Source: an optimization exercise on an open RTL-to-GDS flow (aim: small area, a short achievable clock period and few clock cycles). Production flows keep margins and buffers that such runs may drop.
RTL that was checked went through simulation tests only; none was proved equivalent to the original.
Only the layout flow was run in run 1; the RTL was not checked for function there.
Power is estimated from default activity; no workload was simulated.

==> flow/design.v, too long to show whole: its modules and the start of the top module <==
// module MyDesign: 1585 lines
// module fa: 4 lines
module MyDesign (
    input  wire        dut_run,
    output reg         dut_busy,
    input  wire        reset_b,
    input  wire        clk,
    output wire        input_sram_write_enable,
    output wire [11:0] input_sram_write_addresss,
    output wire [15:0] input_sram_write_data,
    output wire [11:0] input_sram_read_address,
    input  wire [15:0] input_sram_read_data,
    output reg         output_sram_write_enable,
    output wire [11:0] output_sram_write_addresss,
    output wire [15:0] output_sram_write_data,
    output wire [11:0] output_sram_read_address,
    input  wire [15:0] output_sram_read_data,
    output wire        scratchpad_sram_write_enable,
    output wire [11:0] scratchpad_sram_write_addresss,
    output wire [15:0] scratchpad_sram_write_data,
    output wire [11:0] scratchpad_sram_read_address,
    input  wire [15:0] scratchpad_sram_read_data,
    output wire        weights_sram_write_enable,
    output wire [11:0] weights_sram_write_addresss,
    output wire [15:0] weights_sram_write_data,
    output wire [11:0] weights_sram_read_address,
    input  wire [15:0] weights_sram_read_data
);
  // ...
==> flow/flow/run.sh <==
#!/bin/bash
# Layout: the standard ORFS flow (standard.sh, unchanged synthesis),
# with repair_timing asked to keep a setup margin of 7.9 ns on the design's
# 11 ns clock, and the port buffers made as buf_2 cells.
# Each ORFS step writes its full log under orfs/logs; make's output goes to
# standard.log.
set -o pipefail
bash standard.sh SETUP_SLACK_MARGIN=7.9 "BUFFER_PORTS_ARGS=-buffer_cell sky130_fd_sc_hd__buf_2" finish > standard.log 2>&1
==> flow/standard.sh <==
#!/bin/bash
# synth_recipe.tcl (not shown) runs the flow's synth.tcl, then flattens the netlist and writes it again
# the make line also repeats each setting of config.mk as NAME=value (left out here)
make -C /OpenROAD-flow-scripts/flow DESIGN_CONFIG=/design/flow/config.mk WORK_HOME=/design/flow/orfs CLKGATE_MAP_FILE= SYNTH_SCRIPT=/design/flow/synth_recipe.tcl "${@:-finish}"
==> flow/config.mk <==
export PLATFORM = sky130hd
export DESIGN_NAME = MyDesign
export DESIGN_NICKNAME = MyDesign
export VERILOG_FILES = /design/flow/design.v
export SDC_FILE = /design/flow/constraint.sdc
export NUM_CORES = 4
export LEC_CHECK = 0
export ABC_AREA = 1
export CAP_MARGIN = 20
export CORE_MARGIN = 2
export CORE_UTILIZATION = 40
export CTS_BUF_LIST = sky130_fd_sc_hd__clkbuf_8 sky130_fd_sc_hd__clkbuf_16
export CTS_CLUSTER_DIAMETER = 80
export CTS_CLUSTER_SIZE = 30
export SLEW_MARGIN = 20
export SYNTH_HIERARCHICAL = 1
export SYNTH_MINIMUM_KEEP_SIZE = 0
==> flow/constraint.sdc <==
create_clock -name core_clock -period 11.0 [get_ports {clk}]
set_input_delay 2.2000 -clock core_clock [delete_from_list [all_inputs] [get_ports {clk}]]
set_output_delay 2.2000 -clock core_clock [all_outputs]
set_load 0.01 [all_outputs]
==> results.sh, run 1 <==
export IMPL_worst_setup_path_end_kind="primary output"
export IMPL_htreeDepth=1
export IMPL_min_period_ns=3.32
export IMPL_top_register="kr"
export IMPL_power_density_nw_per_um2=292
export IMPL_async_flop_share_pct=0
export IMPL_status="no timing/DRC/antenna violations"
export IMPL_insertion_delay_ns=0.61
export IMPL_synth_edf_count=79
export IMPL_hold_buffers=0
export IMPL_areaGrowthSynthToFinish_pct=19.3
export IMPL_grt_pass1_wl_um=128000
export IMPL_p_seq_share_pct=25.2
export IMPL_netlist_top_cells_count="403 x nand2_1, 356 x dfxtp_1, 325 x fa_1"
export IMPL_inv_count=312
export IMPL_cp_cell_sequence="buf_2"
export IMPL_min_to="wd_hi[5]"
export IMPL_synth_seq_cells=435
export IMPL_grt_met3_usage_pct=4.01
export IMPL_cpPeakStageDelay_ns=0.38
export IMPL_seq_cells=435
export IMPL_setup_viol=0
export IMPL_synth_area_leaders="dfxtp_1 26%, fa_1 23%, xor2_1 10%"
export IMPL_yosysSeqAreaShare_pct=34.3
export IMPL_die_w_um=267
export IMPL_use_met2_pct=38.3
export IMPL_dp_hpwl_um=70800
export IMPL_tap_cells=931
export IMPL_finalNetCount=3492
export IMPL_tightest_slew_ns=0.991
export IMPL_rows=96
export IMPL_post_cts_buffers=91
export IMPL_crit_path_start_kind="register"
export IMPL_power_top_group="combinational cells"
export IMPL_synth_top_family_by_area="adder cells"
export IMPL_bufAreaShareNonClock_pct=6.96
export IMPL_gp_congestion=1.00
export IMPL_fin_util_pct=48.2
export IMPL_syn_area_um2=27700
export IMPL_post_cts_resized=234
export IMPL_synthCells=2818
export IMPL_core_area_um2=68600
export IMPL_yosys_area_top_type="dfxtp_1"
export IMPL_cp_required_ns=8.80
==> run 2, diff against run 1 <==
--- a/flow/design.v
+++ b/flow/design.v
@@ -1545,44 +1545,44 @@
   wire [6:0] y = acc[18] ? 7'd0 : (|acc[17:7]) ? 7'd127 : acc[6:0];
   reg [6:0] wd_lo, wd_hi;
   always @(posedge clk) begin
     wd_lo <= y;
     wd_hi <= wd_lo;
   end
   assign output_sram_write_data = {1'b0, wd_hi, 1'b0, wd_lo};
   reg [4:0] vf;
-  reg [6:0] oa;      
-  reg       odn;     
-  reg [6:0] waddr_o;
-  reg       last;
+  reg [6:0] waddr_o;   
+  reg       odn;       
+  reg       ofirst;    
+  wire      last = output_sram_write_enable & (waddr_o == 7'd97);
   always @(posedge clk) begin
     if (~reset_b) begin
       busy <= 1'b0;
       dut_busy <= 1'b0;
       vf <= 0;
       output_sram_write_enable <= 1'b0;
     end else begin
       vf <= {vf[3:0], rd & q[0] & (q[4:2] != 3'd0)};
       output_sram_write_enable <= vf[4];
       busy <= (~busy & runi) | (busy & ~last);
       dut_busy <= (~dut_busy & runi) | (dut_busy & ~last);
     end
-    last <= vf[4] & (oa == 7'd97);
     if (start) begin
-      oa <= 7'd0;
+      ofirst <= 1'b1;
       odn <= 1'b0;
     end else if (vf[4]) begin
-      waddr_o <= oa;
-      if (~odn) begin
-        if (oa >= 7'd91) begin oa <= oa + 7'd1; odn <= 1'b1; end
-        else oa <= oa + 7'd7;
+      ofirst <= 1'b0;
+      if (ofirst) waddr_o <= 7'd0;
+      else if (~odn) begin
+        if (waddr_o >= 7'd91) begin waddr_o <= waddr_o + 7'd1; odn <= 1'b1; end
+        else waddr_o <= waddr_o + 7'd7;
       end else begin
-        if (oa <= 7'd6) begin oa <= oa + 7'd1; odn <= 1'b0; end
-        else oa <= oa - 7'd7;
+        if (waddr_o <= 7'd6) begin waddr_o <= waddr_o + 7'd1; odn <= 1'b0; end
+        else waddr_o <= waddr_o - 7'd7;
       end
     end
   end
   assign output_sram_write_addresss = {5'b0, waddr_o};
 endmodule
 module fa (input wire a, input wire b, input wire c, output wire s, output wire co);
   assign s = a ^ b ^ c;
   assign co = (a & b) | (a & c) | (b & c);
==> flow/flow/run.sh (replaced) <==
#!/bin/bash
# Layout: the standard ORFS flow (standard.sh, unchanged synthesis),
# with repair_timing asked to keep a setup margin of 7.6 ns on the design's
# 11 ns clock, and the port buffers made as buf_2 cells.
# Each ORFS step writes its full log under orfs/logs; make's output goes to
# standard.log.
set -o pipefail
bash standard.sh SETUP_SLACK_MARGIN=7.6 "BUFFER_PORTS_ARGS=-buffer_cell sky130_fd_sc_hd__buf_2" finish > standard.log 2>&1
==> flow/config.mk (replaced) <==
export PLATFORM = sky130hd
export DESIGN_NAME = MyDesign
export DESIGN_NICKNAME = MyDesign
export VERILOG_FILES = /design/flow/design.v
export SDC_FILE = /design/flow/constraint.sdc
export NUM_CORES = 4
export LEC_CHECK = 0
export ABC_AREA = 1
export CAP_MARGIN = 20
export CORE_MARGIN = 2
export CORE_UTILIZATION = 65
export CTS_BUF_LIST = sky130_fd_sc_hd__clkbuf_8 sky130_fd_sc_hd__clkbuf_16
export CTS_CLUSTER_DIAMETER = 80
export CTS_CLUSTER_SIZE = 30
export SLEW_MARGIN = 20
export SYNTH_HIERARCHICAL = 1
export SYNTH_MINIMUM_KEEP_SIZE = 0
==> run 2 against run 1 <==
Effect of this change: maximum frequency down 3.8%; area after synthesis is 0.59% lower; still clean; final cell count is 13% lower; synthesized cell count is 0.64% lower; critical path depth rose by 5; wire length is 0.40% lower; global-route usage up 16 points; flip-flop and latch count decreased by 7; register-to-register slack worse by 0.24 ns; worst hold slack got worse by 0.0033 ns; clock skew increased by 0.0048 ns; non-clock buffer count decreased by 105.
==> results.sh, run 2 <==
export IMPL_status="no timing/DRC/antenna violations"
export IMPL_grt_max_degree=86
export IMPL_dr_pass1_iters=8
export IMPL_largest_reg_flops=72
export IMPL_gp_congestion=1.02
export IMPL_crit_path_max_fanout=17
export IMPL_yosysSeqAreaShare_pct=34.0
export IMPL_path_class="reg2reg"
export IMPL_drt_iter0_markers=2688
export IMPL_finalNetCount=3367
export IMPL_min_period_ns=3.45
export IMPL_synth_area_leaders="dfxtp_1 25%, fa_1 24%, xor2_1 10%"
export IMPL_path_buf_inv=0
export IMPL_postSynthAreaPerCell_um2=9.84
export IMPL_dp_cells=3342
export IMPL_timing_final_ws_setup_ns=7.55
export IMPL_wl_per_cell_um=25.8
export IMPL_dp_worst_setup_slack_ns=6.99
export IMPL_die_w_um=210
export IMPL_initial_utilization_pct=65.8
export IMPL_tightest_slew_ns=1.07
export IMPL_htreeDepth=1
export IMPL_insertion_delay_ns=0.60
export IMPL_ys_types=48
export IMPL_io_buffers=67
export IMPL_relSlewSlack_pct=28.7
export IMPL_min_to="wd_hi[1]"
export IMPL_vias=20900
export IMPL_ant_nets=0
export IMPL_cp_cell_sequence="o21ai_1 > o22ai_1 > xor2_1 > fa_1 > fa_1 > fa_1"
export IMPL_p_leak_uw=0.0134
export IMPL_reg2reg_to="r500"
export IMPL_swShare_pct=46.1
export IMPL_hp_class="reg2reg"
export IMPL_areaGrowthSynthToFinish_pct=8.09
export IMPL_r2r_setup_slack_ns=7.55
export IMPL_p_seq_share_pct=25.0
export IMPL_antenna_found_initial=1
export IMPL_dp_hpwl_um=72600
export IMPL_netSwitchingPower_uw=4480
export IMPL_fin_cells=3470
export IMPL_rr_worst_depth=6
export IMPL_dieArea_um2=44100
export IMPL_clk_pin_slew_worst_paths_ns=0.11
export IMPL_grt_usage_pct=40.9
export IMPL_p_int_uw=5240
export IMPL_cts_tree="yes"
export IMPL_multiInputGateArea_um2=16500
export IMPL_path_common_cell="fa_1"
export IMPL_viasPerCell=6.02
export IMPL_setup_viol=0
export IMPL_cp_startpoint="ph[6]"
export IMPL_fp_dieH_um=210
export IMPL_power_share_clock_pct=11.4
export IMPL_synth_top_area_share_pct=25.4
export IMPL_crit_path_start_kind="register"
export IMPL_period_share_pct=31.4
export IMPL_netlist_top_cells_count="405 x nand2_1, 349 x dfxtp_1, 325 x fa_1"
export IMPL_slowest_stage="o21ai_1"
export IMPL_cp_required_ns=11.47
export IMPL_final_common_cell="nand2_1"
export IMPL_fin_skew_ns=0.0326
export IMPL_worst_setup_path_end_kind="register"
export IMPL_power_density_nw_per_um2=326
export IMPL_yosys_area_top_type="dfxtp_1"
export IMPL_seq_area_um2=9380
export IMPL_post_synth_top_count_cell="nand2_1"
export IMPL_wirelength_um=89700
export IMPL_pin_count=232
export IMPL_pwr_share_comb_pct=63.6
export IMPL_grt_setup_unrepaired="true"
export IMPL_yosysWarnings=7
export IMPL_clock_sink_count=428
export IMPL_arrival_ns=3.92
export IMPL_top_register="kr"
export IMPL_syn_area_um2=27600
export IMPL_min_from="wd_lo[1]"
export IMPL_fillCellCount=3124
export IMPL_rows=75
export IMPL_root_buffer="clkbuf_16"
export IMPL_path_delay_family="adder cells"
export IMPL_final_max_slew_viol_count=0
export IMPL_most_common_layout_cells="405 x nand2_1, 339 x dfxtp_1, 323 x fa_1, 318 x xor2_1, 288 x inv_1"
export IMPL_synthCells=2800
export IMPL_remaining_drc_errors=0
export IMPL_grt_overflow_total=0
export IMPL_hold_depth=0
export IMPL_async_flop_share_pct=0
export IMPL_grt_pass1_vias=20500
export IMPL_reg2reg_from="ph[6]"
export IMPL_drive_above_1_share_pct=10.8
export IMPL_synth_flop_cell="dfxtp_1"
export IMPL_clock_path_buffers=3
export IMPL_cpPeakStageDelay_ns=0.77
export IMPL_numCtsBuffers=24
export IMPL_max_cap_violations=0
export IMPL_finalSetupTns_ns=0
export IMPL_synth_edf_count=79
export IMPL_core_area_um2=41900
export IMPL_ir_drop_v=0.000427
export IMPL_max_freq_mhz=290
export IMPL_hold_violations=0
export IMPL_grt_pass1_wl_um=129000
export IMPL_synth_seq_cells=428
run 2: stage by stage:
| step | util [%] | power, uW | hold slack [ns] | instance area [um^2] |
|---|---|---|---|---|
| finish | 71.2 | 9720 | 0.356 | 29800 |
| global route | 71.2 | 10500 | 0.365 | 29800 |
| CTS | 70.5 | 9630 | 0.359 | 29500 |
| detailed placement | 66.5 | 8490 | 0.336 | 27800 |
| global placement | 66.5 | 8140 | 0.335 | 27800 |
| floorplan | - | 6130 | 0.330 | 28000 |
run 2: metal layers:
| layer | wire (um) | global-route usage [%] | up-vias | share of wire, % |
|---|---|---|---|---|
| met2 | 40800 | 65.0 | 1363 | 45 |
| met4 | 8060 | 28.4 | 0 | 9.0 |
| met1 | 32100 | 52.4 | 10200 | 36 |
| li1 | - | - | 9054 | - |
| met3 | 8670 | 5.85 | 301 | 9.7 |
| met5 | 0 | 0 | - | 0 |
run 2: per-module statistics from Yosys, one instance, submodules excluded:
module,cells,copies in the design,cell area (um^2)
fa,1,324,20.0
MyDesign,2476,1,21100
run 2: final cells by class:
cell class	count	share of cell area (%)
antenna	1	0.00840
sequential	428	31.5
tap	539	2.26
clock inverter	15	0.874
timing repair buffer	164	3.78
multi-input combinational	1990	55.5
inverter	306	3.88
timing repair inverter	1	0.0252
clock buffer	26	2.18
run 2: worst max path at each step:
stage / end / cells after the start
2_1_floorplan: raddr[0] / 6
3_3_place_gp: r562 / 7
3_5_place_dp: r562 / 7
4_1_cts: output_sram_write_addresss[3] / 1
5_1_grt: r522 / 10
6_report: r500 / 6
run 2: kinds of logic after synthesis:
logic type	after synthesis	share of synthesized area [%]
DFF	428	34.0
adders and majority gates	385	26.3
muxes	23	0.835
other	1	0.0136
AOI/OAI and AO/OA	515	10.5
xor gates and xnor gates	325	10.3
buffers and inverters	513	9.04
and+or+nand+nor	610	8.94
run 2: timing repair:
action / in CTS / in global routing
hold buffers: 0 / 0
setup endpoints to repair: 90 / 40
endpoints found under the hold margin: 0 / 0
cloned: 0 / 1
pin swaps: 0 / 1
resized for setup: 56 / 37
setup buffers: 69 / 16
run 2: power by group through the flow:
| stage | registers [uW] | clock network, uW | logic, uW |
|---|---|---|---|
| after floorplan | 2370 | 0 | 3750 |
| after global placement | 2440 | 0 | 5700 |
| after detailed placement | 2470 | 0 | 6020 |
| after CTS | 2430 | 1120 | 6080 |
| after global routing | 2470 | 1160 | 6820 |
| final | 2430 | 1100 | 6180 |
Testbench counts of run 2, summed over its fixed seeds: cycles 13,944.
==> run 3, diff against run 2 <==
--- a/flow/config.mk
+++ b/flow/config.mk
@@ -10,3 +10,3 @@
 export CORE_MARGIN = 2
-export CORE_UTILIZATION = 65
+export CORE_UTILIZATION = 55
 export CTS_BUF_LIST = sky130_fd_sc_hd__clkbuf_8 sky130_fd_sc_hd__clkbuf_16
==> run 3 against run 2 <==
Effect of this change: global-route usage is 7.0 points lower; sequential share of layout area shrank 0.23 points; synthesized cell count did not move; cell area is 0.79% higher; die area up 18%; wire length shrank 1.3%; flip-flop and latch count did not move; via count is 2.8% lower; power decreased by 4.4%; first-iteration DRC count down 23%; core utilization is 11 points lower.
==> results.sh, run 3 <==
export IMPL_hp_class="reg2reg"
export IMPL_synth_flop_cell="dfxtp_1"
export IMPL_htreeDepth=1
export IMPL_p_int_uw=5090
export IMPL_setup_viol=0
export IMPL_wl_per_cell_um=24.6
export IMPL_io_buffers=67
export IMPL_drive_above_1_share_pct=11.5
export IMPL_synth_seq_cells=428
export IMPL_grt_max_degree=81
export IMPL_rows=82
export IMPL_pin_count=232
export IMPL_arrival_ns=1.24
export IMPL_grt_usage_pct=34.0
export IMPL_fin_skew_ns=0.0341
export IMPL_dp_hpwl_um=72500
export IMPL_vias=20300
export IMPL_path_buf_inv=1
export IMPL_power_share_clock_pct=11.6
export IMPL_clock_path_buffers=3
export IMPL_grt_setup_unrepaired="true"
export IMPL_synth_top_area_share_pct=25.4
export IMPL_ir_drop_v=0.000465
export IMPL_ant_nets=0
export IMPL_gp_congestion=1.04
export IMPL_yosysWarnings=7
export IMPL_die_w_um=228
export IMPL_hold_violations=0
export IMPL_relSlewSlack_pct=28.8
export IMPL_cp_cell_sequence="buf_2"
export IMPL_finalNetCount=3362
export IMPL_pwr_share_comb_pct=62.4
export IMPL_netlist_top_cells_count="405 x nand2_1, 349 x dfxtp_1, 325 x fa_1"
export IMPL_worst_setup_path_end_kind="primary output"
export IMPL_areaGrowthSynthToFinish_pct=8.94
export IMPL_drt_iter0_markers=2068
export IMPL_cpPeakStageDelay_ns=0.47
export IMPL_post_synth_top_count_cell="nand2_1"
export IMPL_cp_depth=1
export IMPL_power_density_nw_per_um2=309
export IMPL_min_from="wd_lo[3]"
export IMPL_max_freq_mhz=290
export IMPL_postSynthAreaPerCell_um2=9.84
export IMPL_synthCells=2800
export IMPL_remaining_drc_errors=0
export IMPL_cp_required_ns=8.80
export IMPL_most_common_layout_cells="405 x nand2_1, 339 x dfxtp_1, 321 x fa_1, 318 x xor2_1, 288 x inv_1"
export IMPL_dr_pass1_iters=6
export IMPL_initial_utilization_pct=55.4
export IMPL_synth_area_leaders="dfxtp_1 25%, fa_1 24%, xor2_1 10%"
export IMPL_crit_path_max_fanout=2
export IMPL_reg2reg_from="ph[0]"
export IMPL_crit_path_start_kind="register"
export IMPL_core_area_um2=49800
export IMPL_path_class="reg2out"
export IMPL_synth_edf_count=79
export IMPL_grt_pass1_vias=20100
export IMPL_yosysSeqAreaShare_pct=34.0
export IMPL_dieArea_um2=51900
export IMPL_clock_sink_count=428
export IMPL_insertion_delay_ns=0.60
export IMPL_viasPerCell=5.64
export IMPL_r2r_setup_slack_ns=7.60
export IMPL_grt_overflow_total=0
export IMPL_wirelength_um=88500
export IMPL_slowest_stage="edfxtp_1"
export IMPL_cp_startpoint="waddr_o[4]"
export IMPL_hold_buffers=0
export IMPL_syn_area_um2=27600
export IMPL_fin_util_pct=60.3
export IMPL_tightest_slew_ns=1.06
export IMPL_clk_pin_slew_worst_paths_ns=0.11
export IMPL_netSwitchingPower_uw=4200
export IMPL_path_delay_family="flip-flops"
export IMPL_hold_depth=0
export IMPL_final_common_cell="nand2_1"
export IMPL_swShare_pct=45.2
export IMPL_numCtsBuffers=24
export IMPL_yosys_area_top_type="dfxtp_1"
export IMPL_ys_types=48
export IMPL_rr_worst_depth=7
export IMPL_min_period_ns=3.44
export IMPL_finalSetupTns_ns=0
export IMPL_cts_tree="yes"
export IMPL_period_share_pct=31.3
export IMPL_status="no timing/DRC/antenna violations"
export IMPL_p_leak_uw=0.0134
export IMPL_fp_dieH_um=228
export IMPL_root_buffer="clkbuf_16"
export IMPL_final_max_slew_viol_count=0
export IMPL_top_register="kr"
export IMPL_async_flop_share_pct=0
export IMPL_grt_pass1_wl_um=128000
export IMPL_max_cap_violations=0
export IMPL_antenna_found_initial=2
export IMPL_largest_reg_flops=72
export IMPL_p_seq_share_pct=26.0
run 3: cell counts after synthesis:
Identical to the previous run, type by type.
run 3: path summary, 6_finish.rpt:
path / endpoint
worst max-delay path: output_sram_write_addresss[4]
worst min-delay path: wd_hi[3]
worst max register to register: r553
worst min register to register: wd_hi[3]
run 3: cell families (layout without fill, tap and decap cells):
logic type,Yosys count,in the layout,synth area share (%)
AND/OR/NAND/NOR,610,610,8.94
flip-flops,428,428,34.0
XOR/XNOR,325,325,10.3
AO/OA/AOI/OAI,515,515,10.5
other,1,133,0.0136
multiplexers,23,23,0.835
buffers and inverters,513,510,9.04
adder cells (fa/ha/maj),385,385,26.3
run 3: area by class of cell:
cell class | instances | area [um^2]
repair inverters | 1 | 5.00
repair buffers | 159 | 1090
well taps | 672 | 841
fillers | 4267 | 19700
clock inverters | 19 | 280
clock buffers | 25 | 626
diodes | 1 | 2.50
flip-flops and latches | 428 | 9390
inverters | 306 | 1150
multi-input cells | 1990 | 16600
run 3: Yosys stat by module (local to each module, per instance):
module	cells inside	times used	area [um^2]	flops+latches
MyDesign	2476	1	21100	428
fa	1	324	20.0	0
run 3: power by group through the flow:
stage | clock (uW) | combinational, uW | sequential [uW]
6_report | 1080 | 5800 | 2410
5_1_grt | 1160 | 6540 | 2460
4_1_cts | 1110 | 5840 | 2410
3_5_place_dp | 0 | 5780 | 2450
3_3_place_gp | 0 | 5660 | 2440
2_1_floorplan | 0 | 3750 | 2370
run 3: routing by layer:
metal	vias to the layer above	global-route usage, %	share of wire, %
li1	9044	-	-
met1	10100	43.1	38
met2	994	54.2	46
met3	221	5.41	8.3
met4	0	22.2	7.8
met5	-	0	0
run 3: through the flow:
step	hold slack, ns	area, um^2	std cells	power, uW	worst slack (ns)
5_1_grt	0.358	30000	3600	10200	7.51
2_1_floorplan	0.330	28000	2931	6130	7.91
6_report	0.354	30000	3601	9290	7.56
4_1_cts	0.354	29700	3586	9350	7.52
3_3_place_gp	0.333	28000	3473	8090	7.06
3_5_place_dp	0.334	28000	3473	8230	7.05
run 3: repair_timing:
action,in CTS,in global routing
endpoints found under the setup margin,91,56
cloned,0,1
pin swaps,0,5
setup buffers,69,13
gates resized for setup,56,71
==> run 4, diff against run 3 <==
--- a/flow/config.mk
+++ b/flow/config.mk
@@ -11,5 +11,5 @@
 export CORE_UTILIZATION = 55
-export CTS_BUF_LIST = sky130_fd_sc_hd__clkbuf_8 sky130_fd_sc_hd__clkbuf_16
-export CTS_CLUSTER_DIAMETER = 80
-export CTS_CLUSTER_SIZE = 30
+export CTS_BUF_LIST = sky130_fd_sc_hd__clkbuf_8
+export CTS_CLUSTER_DIAMETER = 60
+export CTS_CLUSTER_SIZE = 20
 export SLEW_MARGIN = 20
==> run 4 against run 3 <==
Effect of this change: worst setup slack got worse by 0.070 ns; maximum frequency decreased by 2.0%; clock skew increased by 0.044 ns; combinational power about the same; largest power group unchanged; highest routed layer unchanged.
==> results.sh, run 4 <==
export IMPL_ant_nets=0
export IMPL_grt_usage_pct=34.4
export IMPL_most_common_layout_cells="405 x nand2_1, 336 x dfxtp_1, 320 x fa_1, 318 x xor2_1, 292 x inv_1"
export IMPL_synth_seq_cells=428
export IMPL_grt_pass1_wl_um=130000
export IMPL_fp_dieH_um=228
export IMPL_status="no timing/DRC/antenna violations"
export IMPL_wl_met2_um=40700
export IMPL_final_max_slew_viol_count=0
export IMPL_grt_max_degree=81
export IMPL_relSlewSlack_pct=27.3
export IMPL_tightest_slew_ns=1.09
export IMPL_synth_compound_area_share_pct=10.5
export IMPL_dr_pass1_iters=7
export IMPL_hold_violations=0
export IMPL_path_delay_family="flip-flops"
export IMPL_synthCells=2800
export IMPL_dp_hpwl_um=72500
export IMPL_postSynthAreaPerCell_um2=9.84
export IMPL_htreeDepth=2
export IMPL_wl_met3_um=7480
export IMPL_antenna_found_initial=2
export IMPL_cp_required_ns=8.80
export IMPL_post_synth_top_count_cell="nand2_1"
export IMPL_max_cap_violations=0
export IMPL_io_buffers=67
export IMPL_reg2reg_from="ph[3]"
export IMPL_fin_util_pct=60.5
export IMPL_top_layer_used="met4"
export IMPL_wirelength_um=89200
export IMPL_cp_depth=1
export IMPL_p_leak_uw=0.0134
export IMPL_r2r_setup_slack_ns=7.59
export IMPL_synthMuxAreaShare_pct=0.835
export IMPL_synth_xor_area_share_pct=10.3
export IMPL_synth_top_family_by_area="adder cells"
export IMPL_clock_sink_count=428
export IMPL_drt_met1_wl_um=34000
export IMPL_grt_pass1_vias=20200
export IMPL_synth_flop_cell="dfxtp_1"
export IMPL_path_class="reg2out"
export IMPL_slowest_stage="edfxtp_1"
export IMPL_clk_pin_slew_worst_paths_ns=0.11
export IMPL_drive_above_1_share_pct=12.5
export IMPL_min_period_ns=3.51
export IMPL_fin_area_um2=30100
export IMPL_core_area_um2=49800
export IMPL_p_total_uw=9230
export IMPL_hp_class="reg2reg"
export IMPL_top_register="kr"
export IMPL_numCtsBuffers=37
export IMPL_rows=82
export IMPL_viasPerCell=5.63
export IMPL_synth_area_leaders="dfxtp_1 25%, fa_1 24%, xor2_1 10%"
export IMPL_root_buffer="clkbuf_8"
export IMPL_wl_per_cell_um=24.6
export IMPL_synth_edf_count=79
export IMPL_max_freq_mhz=285
export IMPL_dieArea_um2=51900
export IMPL_setup_viol=0
export IMPL_power_density_nw_per_um2=307
export IMPL_remaining_drc_errors=0
export IMPL_cp_cell_sequence="buf_2"
export IMPL_crit_path_start_kind="register"
export IMPL_cp_startpoint="waddr_o[4]"
export IMPL_areaGrowthSynthToFinish_pct=9.21
export IMPL_async_flop_share_pct=0
export IMPL_period_share_pct=31.9
export IMPL_yosys_area_top_type="dfxtp_1"
export IMPL_finalNetCount=3387
export IMPL_final_common_cell="nand2_1"
export IMPL_synth_top_area_share_pct=25.4
export IMPL_fin_skew_ns=0.0777
export IMPL_grt_overflow_total=0
export IMPL_vias=20500
export IMPL_dp_cells=3473
export IMPL_synth_adder_area_share_pct=26.3
export IMPL_die_w_um=228
export IMPL_rr_worst_depth=7
export IMPL_insertion_delay_ns=0.70
export IMPL_fillCellCount=4284
export IMPL_fin_cells=3633
export IMPL_synthSimpleGateAreaFrac_pct=8.94
export IMPL_arrival_ns=1.31
export IMPL_reg2reg_to="r543"
export IMPL_clock_path_buffers=3
export IMPL_ir_drop_v=0.000453
export IMPL_cp_endpoint="output_sram_write_addresss[4]"
export IMPL_cts_tree="yes"
export IMPL_netlist_top_cells_count="405 x nand2_1, 349 x dfxtp_1, 325 x fa_1"
export IMPL_cpPeakStageDelay_ns=0.46
export IMPL_placed_area_um2=28000
export IMPL_path_buf_inv=1
export IMPL_yosysWarnings=7
export IMPL_grt_setup_unrepaired="true"
export IMPL_hold_buffers=0
export IMPL_crit_path_max_fanout=2
export IMPL_pin_count=232
export IMPL_yosysSeqAreaShare_pct=34.0
export IMPL_worst_setup_path_end_kind="primary output"
export IMPL_syn_area_um2=27600
export IMPL_finalSetupTns_ns=0
export IMPL_ys_types=48
export IMPL_largest_reg_flops=72
export IMPL_gp_congestion=1.04
export IMPL_drt_iter0_markers=2146
export IMPL_initial_utilization_pct=55.4
==> run 4: changes by cell type in the layout (fill, tap and decap cells not counted), moves of 3 or more <==
cell / before / now
inv_8: 1 / 4
buf_4: 86 / 98
dfxtp_2: 4 / 7
mux2i_2: 8 / 2
clkinv_16: 3 / 0
inv_1: 288 / 292
dfxtp_1: 339 / 336
mux2i_4: 15 / 21
clkbuf_16: 25 / 0
clkinv_4: 2 / 5
clkbuf_8: 0 / 37
inv_2: 16 / 13
==> run 4: how the worst min path moves through the flow <==
stage | from | to | slack [ns] | cells past startpoint
global placement | wd_lo[5] | wd_hi[5] | 0.33 | 0
global route | x3[7] | x4[7] | 0.36 | 0
floorplan | x4[1] | x5[1] | 0.33 | 0
detailed placement | wd_lo[3] | wd_hi[3] | 0.33 | 0
finish | x4[1] | x5[1] | 0.35 | 0
CTS | x3[7] | x4[7] | 0.35 | 0
==> run 4: per-stage QoR <==
step,setup slack (ns),hold slack [ns]
6_report,7.49,0.350
5_1_grt,7.42,0.361
4_1_cts,7.42,0.347
3_5_place_dp,7.05,0.334
3_3_place_gp,7.06,0.333
2_1_floorplan,7.91,0.330
==> run 4: repair_timing <==
action	4_1_cts	5_1_grt
setup endpoints to repair	94	54
resized for setup	76	61
buffers inserted	71	24
pin swaps	0	4
==> run 4: cell families (layout without fill, tap and decap cells) <==
family	count (synthesis)	after routing
mux	23	23
xor+xnor	325	325
compound gates	515	515
other cells	1	133
buf+inv	513	542
simple gates	610	610
flops	428	428
fa+ha+maj	385	385
==> run 4: metal layers <==
| metal | up-vias | track usage, % |
|---|---|---|
| met1 | 10100 | 43.6 |
| met4 | 0 | 22.3 |
| met3 | 241 | 6.11 |
| met5 | - | 0 |
| met2 | 1003 | 54.6 |
| li1 | 9106 | - |
==> run 4: modules after synthesis (local to each module, per instance) <==
module	cells inside	times used	flops+latches
fa	1	324	0
MyDesign	2476	1	428
==> run 4: where the power goes <==
part           switching [uW]  internal [uW]  total, uW  leakage [uW]
sequential                240           2170       2410       0.00365
combinational            3370           2450       5820       0.00936
clock                     633            370       1000      0.000421
total                    4240           4990       9230        0.0134
==> run 4: layout make-up <==
class | count | area, um^2 | area share (%)
tap | 672 | 841 | 2.79
inverter | 306 | 1150 | 3.82
clock inverter | 27 | 308 | 1.02
timing repair buffer | 172 | 1200 | 3.97
multi-input combinational | 1990 | 16700 | 55.5
sequential | 428 | 9390 | 31.2
clock buffer | 37 | 509 | 1.69
antenna | 1 | 2.50 | 0.00831
==> run 5, diff against run 4 <==
==> flow/flow/run.sh (replaced) <==
#!/bin/bash
# Layout: the standard ORFS flow (standard.sh, unchanged synthesis),
# with repair_timing asked to keep a setup margin of 7.4 ns on the design's
# 11 ns clock, and the port buffers made as buf_2 cells.
# Each ORFS step writes its full log under orfs/logs; make's output goes to
# standard.log.
set -o pipefail
bash standard.sh SETUP_SLACK_MARGIN=7.4 "BUFFER_PORTS_ARGS=-buffer_cell sky130_fd_sc_hd__buf_2" finish > standard.log 2>&1
--- a/flow/config.mk
+++ b/flow/config.mk
@@ -11,5 +11,5 @@
 export CORE_UTILIZATION = 55
-export CTS_BUF_LIST = sky130_fd_sc_hd__clkbuf_8
-export CTS_CLUSTER_DIAMETER = 60
-export CTS_CLUSTER_SIZE = 20
+export CTS_BUF_LIST = sky130_fd_sc_hd__clkbuf_8 sky130_fd_sc_hd__clkbuf_16
+export CTS_CLUSTER_DIAMETER = 80
+export CTS_CLUSTER_SIZE = 30
 export SLEW_MARGIN = 20
==> run 5 against run 4 <==
Effect of this change: final cell count shrank 1.1%; via count fell by 1.7%; first-iteration DRC count shrank 4.7%; power is 0.24% higher; combinational power shrank 0.9%; clock skew is 0.044 ns lower; maximum frequency decreased by 1.5%; sequential power barely moved; cell area is 1.5% lower; worst hold slack gained 0.0037 ns; critical path depth rose by 9; wire length is 2.1% lower.
==> results.sh, run 5 <==
export IMPL_status="no timing/DRC/antenna violations"
export IMPL_htreeDepth=1
export IMPL_reg2reg_from="kr[5]"
export IMPL_hold_buffers=0
export IMPL_path_class="reg2reg"
export IMPL_synth_area_leaders="dfxtp_1 25%, fa_1 24%, xor2_1 10%"
export IMPL_grt_overflow_total=0
export IMPL_synth_top_area_share_pct=25.4
export IMPL_final_max_slew_viol_count=0
export IMPL_cp_cell_sequence="buf_4 > nor2_1 > nand2_1 > o21ai_0 > inv_1 > o22ai_1 > xor2_1 > fa_1 > fa_1 > fa_1"
export IMPL_synthCells=2800
export IMPL_path_delay_family="adder cells"
export IMPL_crit_path_start_kind="register"
export IMPL_grt_pass1_wl_um=127000
export IMPL_hold_violations=0
export IMPL_rows=82
export IMPL_crit_path_max_fanout=9
export IMPL_gp_congestion=1.04
export IMPL_clk_pin_slew_worst_paths_ns=0.10
export IMPL_clock_path_buffers=3
export IMPL_numCtsBuffers=24
export IMPL_dr_pass1_iters=6
export IMPL_cp_endpoint="r544"
export IMPL_wl_per_cell_um=24.3
export IMPL_final_common_cell="nand2_1"
export IMPL_power_density_nw_per_um2=312
export IMPL_r2r_setup_slack_ns=7.43
export IMPL_post_synth_top_count_cell="nand2_1"
export IMPL_drive_above_1_share_pct=9.39
export IMPL_antenna_found_initial=3
export IMPL_cpPeakStageDelay_ns=0.70
export IMPL_setup_viol=0
export IMPL_hp_class="reg2reg"
export IMPL_cp_startpoint="kr[5]"
export IMPL_path_buf_inv=2
export IMPL_placed_area_um2=28000
export IMPL_viasPerCell=5.60
export IMPL_use_met2_pct=54.0
export IMPL_grt_pass1_vias=19900
export IMPL_grt_max_degree=81
export IMPL_insertion_delay_ns=0.60
export IMPL_netlist_top_cells_count="405 x nand2_1, 349 x dfxtp_1, 325 x fa_1"
export IMPL_async_flop_share_pct=0
export IMPL_syn_area_um2=27600
export IMPL_finalNetCount=3353
export IMPL_areaGrowthSynthToFinish_pct=7.61
export IMPL_most_common_layout_cells="405 x nand2_1, 339 x dfxtp_1, 325 x fa_1, 318 x xor2_1, 298 x inv_1"
export IMPL_ir_drop_v=0.000467
export IMPL_remaining_drc_errors=0
export IMPL_finalSetupTns_ns=0
export IMPL_largest_reg_flops=72
export IMPL_cp_required_ns=11.47
export IMPL_drt_iter0_markers=2046
export IMPL_max_freq_mhz=280
export IMPL_top_usage_layer="met2"
export IMPL_fin_area_um2=29700
export IMPL_period_share_pct=32.4
export IMPL_synth_edf_count=79
export IMPL_grt_setup_unrepaired="true"
export IMPL_worst_setup_path_end_kind="register"
export IMPL_yosys_area_top_type="dfxtp_1"
export IMPL_core_area_um2=49800
export IMPL_yosysSeqAreaShare_pct=34.0
export IMPL_postSynthAreaPerCell_um2=9.84
export IMPL_fin_cells=3592
export IMPL_fp_dieH_um=228
export IMPL_dp_hpwl_um=72500
export IMPL_ant_nets=0
export IMPL_cts_tree="yes"
export IMPL_root_buffer="clkbuf_16"
export IMPL_die_w_um=228
export IMPL_synth_flop_cell="dfxtp_1"
export IMPL_grt_usage_pct=33.6
export IMPL_ys_types=48
export IMPL_path_common_cell="fa_1"
export IMPL_arrival_ns=4.03
export IMPL_dieArea_um2=51900
export IMPL_initial_utilization_pct=55.4
export IMPL_whs_ns=0.354
export IMPL_fin_util_pct=59.6
export IMPL_yosysWarnings=7
export IMPL_reg2reg_to="r544"
export IMPL_grt_met3_usage_pct=4.86
export IMPL_io_buffers=67
export IMPL_fin_skew_ns=0.0337
export IMPL_relSlewSlack_pct=24.4
export IMPL_p_leak_uw=0.0133
export IMPL_dp_cells=3473
export IMPL_min_period_ns=3.57
export IMPL_clock_sink_count=428
export IMPL_pin_count=232
export IMPL_slowest_stage="fa_1"
export IMPL_wirelength_um=87300
export IMPL_met1_usage_pct=43.1
export IMPL_max_cap_violations=0
export IMPL_vias=20100
export IMPL_synth_seq_cells=428
export IMPL_cp_depth=10
export IMPL_tightest_slew_ns=1.13
export IMPL_top_register="kr"
export IMPL_rr_worst_depth=10
-- run 5: timing repair --
action,CTS,global route
setup buffers,36,38
endpoints found under the hold margin,0,0
pin swaps,0,0
setup endpoints to repair,78,56
gates resized for setup,34,14
-- run 5: report_power, final --
part	total, uW	internal (uW)	switching [uW]
Combinational	5770	2420	3350
Clock	1080	481	599
Sequential	2400	2170	234
-- run 5: modules after synthesis (local to each module, per instance) --
module	cells inside	copies in the design	flops+latches
MyDesign	2476	1	428
fa	1	324	0
-- run 5: kinds of logic (layout without fill, tap and decap cells) --
logic type               Yosys count  in the layout  synth area share [%]
AO/OA/AOI/OAI                    515            515                  10.5
XOR/XNOR                         325            325                  10.3
adder cells (fa/ha/maj)          385            385                  26.3
buffers and inverters            513            501                  9.04
flip-flops                       428            428                  34.0
multiplexers                      23             23                 0.835
other                              1            133                0.0136
AND/OR/NAND/NOR                  610            610                  8.94
-- run 5: worst min path at each step --
| stage | cells past startpoint | endpoint | from |
|---|---|---|---|
| CTS | 0 | wd_hi[3] | wd_lo[3] |
| detailed placement | 0 | wd_hi[3] | wd_lo[3] |
| global placement | 0 | wd_hi[5] | wd_lo[5] |
| global route | 0 | wd_hi[3] | wd_lo[3] |
| finish | 0 | wd_hi[3] | wd_lo[3] |
| floorplan | 0 | x5[1] | x4[1] |
-- run 5: metal layers --
metal  up-vias  share of wire (%)
met1      9949                 38
li1       9014                  -
met5         -                  0
met4         0                7.5
met2       944                 46
met3       220                8.2
-- run 5: layout make-up --
cell class                      instances  area [um^2]
Clock inverter                         19          280
Tap cell                              672          841
Timing Repair Buffer                  151         1030
Sequential cell                       428         9370
Clock buffer                           25          626
Inverter                              306         1150
Multi-Input combinational cell       1990        16400
Antenna cell                            1         2.50
Fill cell                            4305        20100
-- run 5: per-stage QoR --
stage / power [uW] / setup slack [ns]
floorplan: 6130 / 7.91
global placement: 8090 / 7.06
detailed placement: 8230 / 7.05
CTS: 9340 / 7.40
global route: 10100 / 7.40
finish: 9250 / 7.43
==> run 6, diff against run 5 <==
==> flow/run.sh (new file) <==
#!/bin/bash
# synth_recipe.tcl (not shown) runs the flow's synth.tcl, then flattens the netlist and writes it again
# the make line also repeats each setting of config.mk as NAME=value (left out here)
make -C /OpenROAD-flow-scripts/flow DESIGN_CONFIG=/design/flow/config.mk WORK_HOME=/design/flow/orfs CLKGATE_MAP_FILE= SYNTH_SCRIPT=/design/flow/synth_recipe.tcl finish
--- a/flow/config.mk
+++ b/flow/config.mk
@@ -14,3 +14,4 @@
 export CTS_CLUSTER_SIZE = 30
-export SLEW_MARGIN = 20
+export SETUP_SLACK_MARGIN = 5
+export SLEW_MARGIN = 65
 export SYNTH_HIERARCHICAL = 1
removed: flow/flow/run.sh
removed: flow/standard.sh
==> run 6 against run 5 <==
Effect of this change: wire length up 0.56%; still clean on timing, DRC and antenna; largest cell class unchanged; worst setup slack got worse by 0.44 ns; cell area grew 2.9%; die area is the same; clock power up 7%; maximum frequency shrank 11%; highest routed layer unchanged; final cell count down 0.31%; critical path depth is 9 lower; critical endpoint is now output_sram_write_addresss[4]; synthesized cell count stayed put.
==> results.sh, run 6 <==
export IMPL_netlist_top_cells_count="405 x nand2_1, 349 x dfxtp_1, 325 x fa_1"
export IMPL_finalNetCount=3341
export IMPL_async_flop_share_pct=0
export IMPL_top_register="kr"
export IMPL_path_buf_inv=1
export IMPL_rows=82
export IMPL_initial_utilization_pct=55.4
export IMPL_min_period_ns=4.01
export IMPL_synth_top_area_share_pct=25.4
export IMPL_viasPerCell=5.63
export IMPL_numCtsBuffers=26
export IMPL_largest_reg_flops=72
export IMPL_path_class="reg2out"
export IMPL_p_total_uw=9600
export IMPL_ys_types=48
export IMPL_clock_sink_count=428
export IMPL_fp_dieH_um=228
export IMPL_clock_path_buffers=3
export IMPL_most_common_layout_cells="405 x nand2_1, 339 x dfxtp_1, 325 x fa_1, 316 x xor2_1, 296 x inv_1"
export IMPL_post_cts_resized=0
export IMPL_wirelength_um=87800
export IMPL_pin_count=232
export IMPL_yosys_area_top_type="dfxtp_1"
export IMPL_period_share_pct=36.4
export IMPL_worst_setup_path_end_kind="primary output"
export IMPL_syn_area_um2=27600
export IMPL_relSlewSlack_pct=62.1
export IMPL_grt_pass1_vias=19900
export IMPL_vias=20200
export IMPL_hold_violations=0
export IMPL_max_freq_mhz=250
export IMPL_synth_edf_count=79
export IMPL_grt_max_degree=86
export IMPL_setup_viol=0
export IMPL_insertion_delay_ns=0.60
export IMPL_cts_tree="yes"
export IMPL_grt_overflow_total=0
export IMPL_synthCells=2800
export IMPL_slowest_stage="clkdlybuf4s50_1"
export IMPL_remaining_drc_errors=0
export IMPL_status="no timing/DRC/antenna violations"
export IMPL_arrival_ns=1.81
export IMPL_synth_seq_cells=428
export IMPL_max_cap_violations=0
export IMPL_yosysWarnings=7
export IMPL_ant_nets=0
export IMPL_crit_path_max_fanout=8
export IMPL_gp_congestion=1.03
export IMPL_io_buffers=67
export IMPL_path_delay_family="buffers and inverters"
export IMPL_die_w_um=228
export IMPL_grt_usage_pct=33.8
export IMPL_fillCellCount=4251
export IMPL_drive_above_1_share_pct=8.25
export IMPL_yosysSeqAreaShare_pct=34.0
export IMPL_grt_pass1_wl_um=128000
export IMPL_drt_iter0_markers=2033
export IMPL_crit_path_start_kind="register"
export IMPL_fin_skew_ns=0.0376
export IMPL_wl_per_cell_um=24.5
export IMPL_final_max_slew_viol_count=0
export IMPL_clk_pin_slew_worst_paths_ns=0.10
export IMPL_hp_class="reg2reg"
export IMPL_dr_pass1_iters=6
export IMPL_grt_setup_unrepaired="false"
export IMPL_finalSetupTns_ns=0
export IMPL_dieArea_um2=51900
export IMPL_synth_flop_cell="dfxtp_1"
export IMPL_core_area_um2=49800
export IMPL_ir_drop_v=0.000490
export IMPL_synth_area_leaders="dfxtp_1 25%, fa_1 24%, xor2_1 10%"
export IMPL_cpPeakStageDelay_ns=0.62
export IMPL_cp_cell_sequence="clkdlybuf4s50_1"
export IMPL_post_synth_top_count_cell="nand2_1"
export IMPL_postSynthAreaPerCell_um2=9.84
export IMPL_post_cts_buffers=0
export IMPL_tightest_slew_ns=0.568
export IMPL_timing_final_ws_setup_ns=6.99
export IMPL_dp_worst_setup_slack_ns=7.22
export IMPL_hold_buffers=0
export IMPL_dp_hpwl_um=74300
export IMPL_cp_required_ns=8.80
export IMPL_areaGrowthSynthToFinish_pct=10.7
export IMPL_power_density_nw_per_um2=314
export IMPL_htreeDepth=1
export IMPL_root_buffer="clkbuf_16"
export IMPL_p_leak_uw=0.0133
export IMPL_antenna_found_initial=4
export IMPL_final_common_cell="nand2_1"
run 6: changes by cell type in the layout (fill, tap and decap cells not counted), moves of 18 or more:
| cell | delta |
|---|---|
| clkdlybuf4s50_1 | +67 |
| buf_2 | -66 |
| o21ai_1 | -34 |
| o21ai_4 | +24 |
| mux2i_2 | -21 |
| mux2i_4 | +21 |
| buf_4 | -18 |
run 6: path summary, 6_finish.rpt:
| check | startpoint | slack, ns | depth (start not counted) | to |
|---|---|---|---|---|
| worst min-delay path | wd_lo[0] | 0.35 | 0 | wd_hi[0] |
| worst max register to register | kr[67] | 7.24 | 11 | r500 |
| worst max-delay path | waddr_o[4] | 6.99 | 1 | output_sram_write_addresss[4] |
| worst min register to register | wd_lo[0] | 0.35 | 0 | wd_hi[0] |
run 6: where the power goes:
| group | internal [uW] | switching (uW) | leakage (uW) | total (uW) |
|---|---|---|---|---|
| Clock | 525 | 635 | 0.000491 | 1160 |
| Sequential | 2170 | 261 | 0.00365 | 2430 |
| Combinational | 2540 | 3470 | 0.00919 | 6000 |
| Total | 5230 | 4360 | 0.0133 | 9600 |
run 6: final cells by class:
type	count	area (um^2)	share of cell area [%]
sequential	428	9380	30.7
timing repair buffer	137	1220	4.00
tap	672	841	2.76
clock inverter	20	342	1.12
clock buffer	27	676	2.21
inverter	306	1150	3.76
multi-input combinational	1990	16900	55.4
antenna	1	2.50	0.00820
run 6: modules after synthesis, one instance, submodules excluded:
| module | copies in the design | cells | area [um^2] | flip-flops and latches |
|---|---|---|---|---|
| MyDesign | 1 | 2476 | 21100 | 428 |
| fa | 324 | 1 | 20.0 | 0 |
run 6: stage by stage:
stage | utilization [%] | hold slack [ns] | cells | instance area [um^2]
2_1_floorplan | - | 0.330 | 2931 | 28000
3_3_place_gp | 56.9 | 0.337 | 3477 | 28300
3_5_place_dp | 59.1 | 0.338 | 3531 | 29400
4_1_cts | 61.2 | 0.357 | 3578 | 30400
5_1_grt | 61.3 | 0.369 | 3580 | 30500
6_report | 61.3 | 0.355 | 3581 | 30500
run 6: layer usage:
layer  vias to the layer above  share of wire (%)  track usage (%)  routed length (um)
met1                      9998                 39             43.9               34100
li1                       9002                  -                -                   -
met3                       213                7.9             4.55                6940
met4                         0                7.1             19.5                6220
met2                       947                 46             54.5               40600
met5                         -                  0                0                   0
run 6: cell families (layout without fill, tap and decap cells):
| kind of cell | Yosys count | after routing | share of synthesized area, % |
|---|---|---|---|
| compound gates | 515 | 515 | 10.5 |
| xor+xnor | 325 | 325 | 10.3 |
| fa+ha+maj | 385 | 385 | 26.3 |
| buf+inv | 513 | 490 | 9.04 |
| flops | 428 | 428 | 34.0 |
| mux | 23 | 23 | 0.835 |
| other cells | 1 | 133 | 0.0136 |
| simple gates | 610 | 610 | 8.94 |

-- re-timing with driven ports --
The results above use ideal ports. As a check the final layouts listed here were re-extracted and re-timed, cells and wires unchanged. Step 1 sets driving cells, clkbuf_16 on the clock port and buf_2 on the other inputs (assumed; they add their load-dependent delay and slew). Step 2 times the ports against the registers' clock, not the clock port: input delays grow and output delays shrink by t, the midpoint of the rising clock arrivals with the driver on. a / b / c = ideal ports / drivers / drivers and shift; a / b = the first two.
run | shift t [ns] | setup WS [ns] | clock arrival spread, ns | worst slew at a driven data input, ns | pins driven straight from the clock port
run 1 | 0.659 | 7.679 / 7.615 / 7.443 | 0.028 / 0.029 | 0.05 | 1
run 2 | 0.639 | 7.546 / 7.546 / 7.229 | 0.033 / 0.033 | 0.04 | 1
run 3 | 0.643 | 7.556 / 7.497 / 7.263 | 0.035 / 0.035 | 0.05 | 1
run 4 | 0.714 | 7.486 / 7.429 / 7.203 | 0.077 / 0.078 | 0.06 | 1
run 5 | 0.642 | 7.431 / 7.414 / 7.188 | 0.038 / 0.038 | 0.05 | 1
run 6 | 0.646 | 6.993 / 6.933 / 7.242 | 0.038 / 0.038 | 0.04 | 1
After both steps setup and hold are still met in every run listed. For run 2, which loses most, drivers alone change the setup slack by 0.000 ns; drivers and shift together by -0.317 ns.
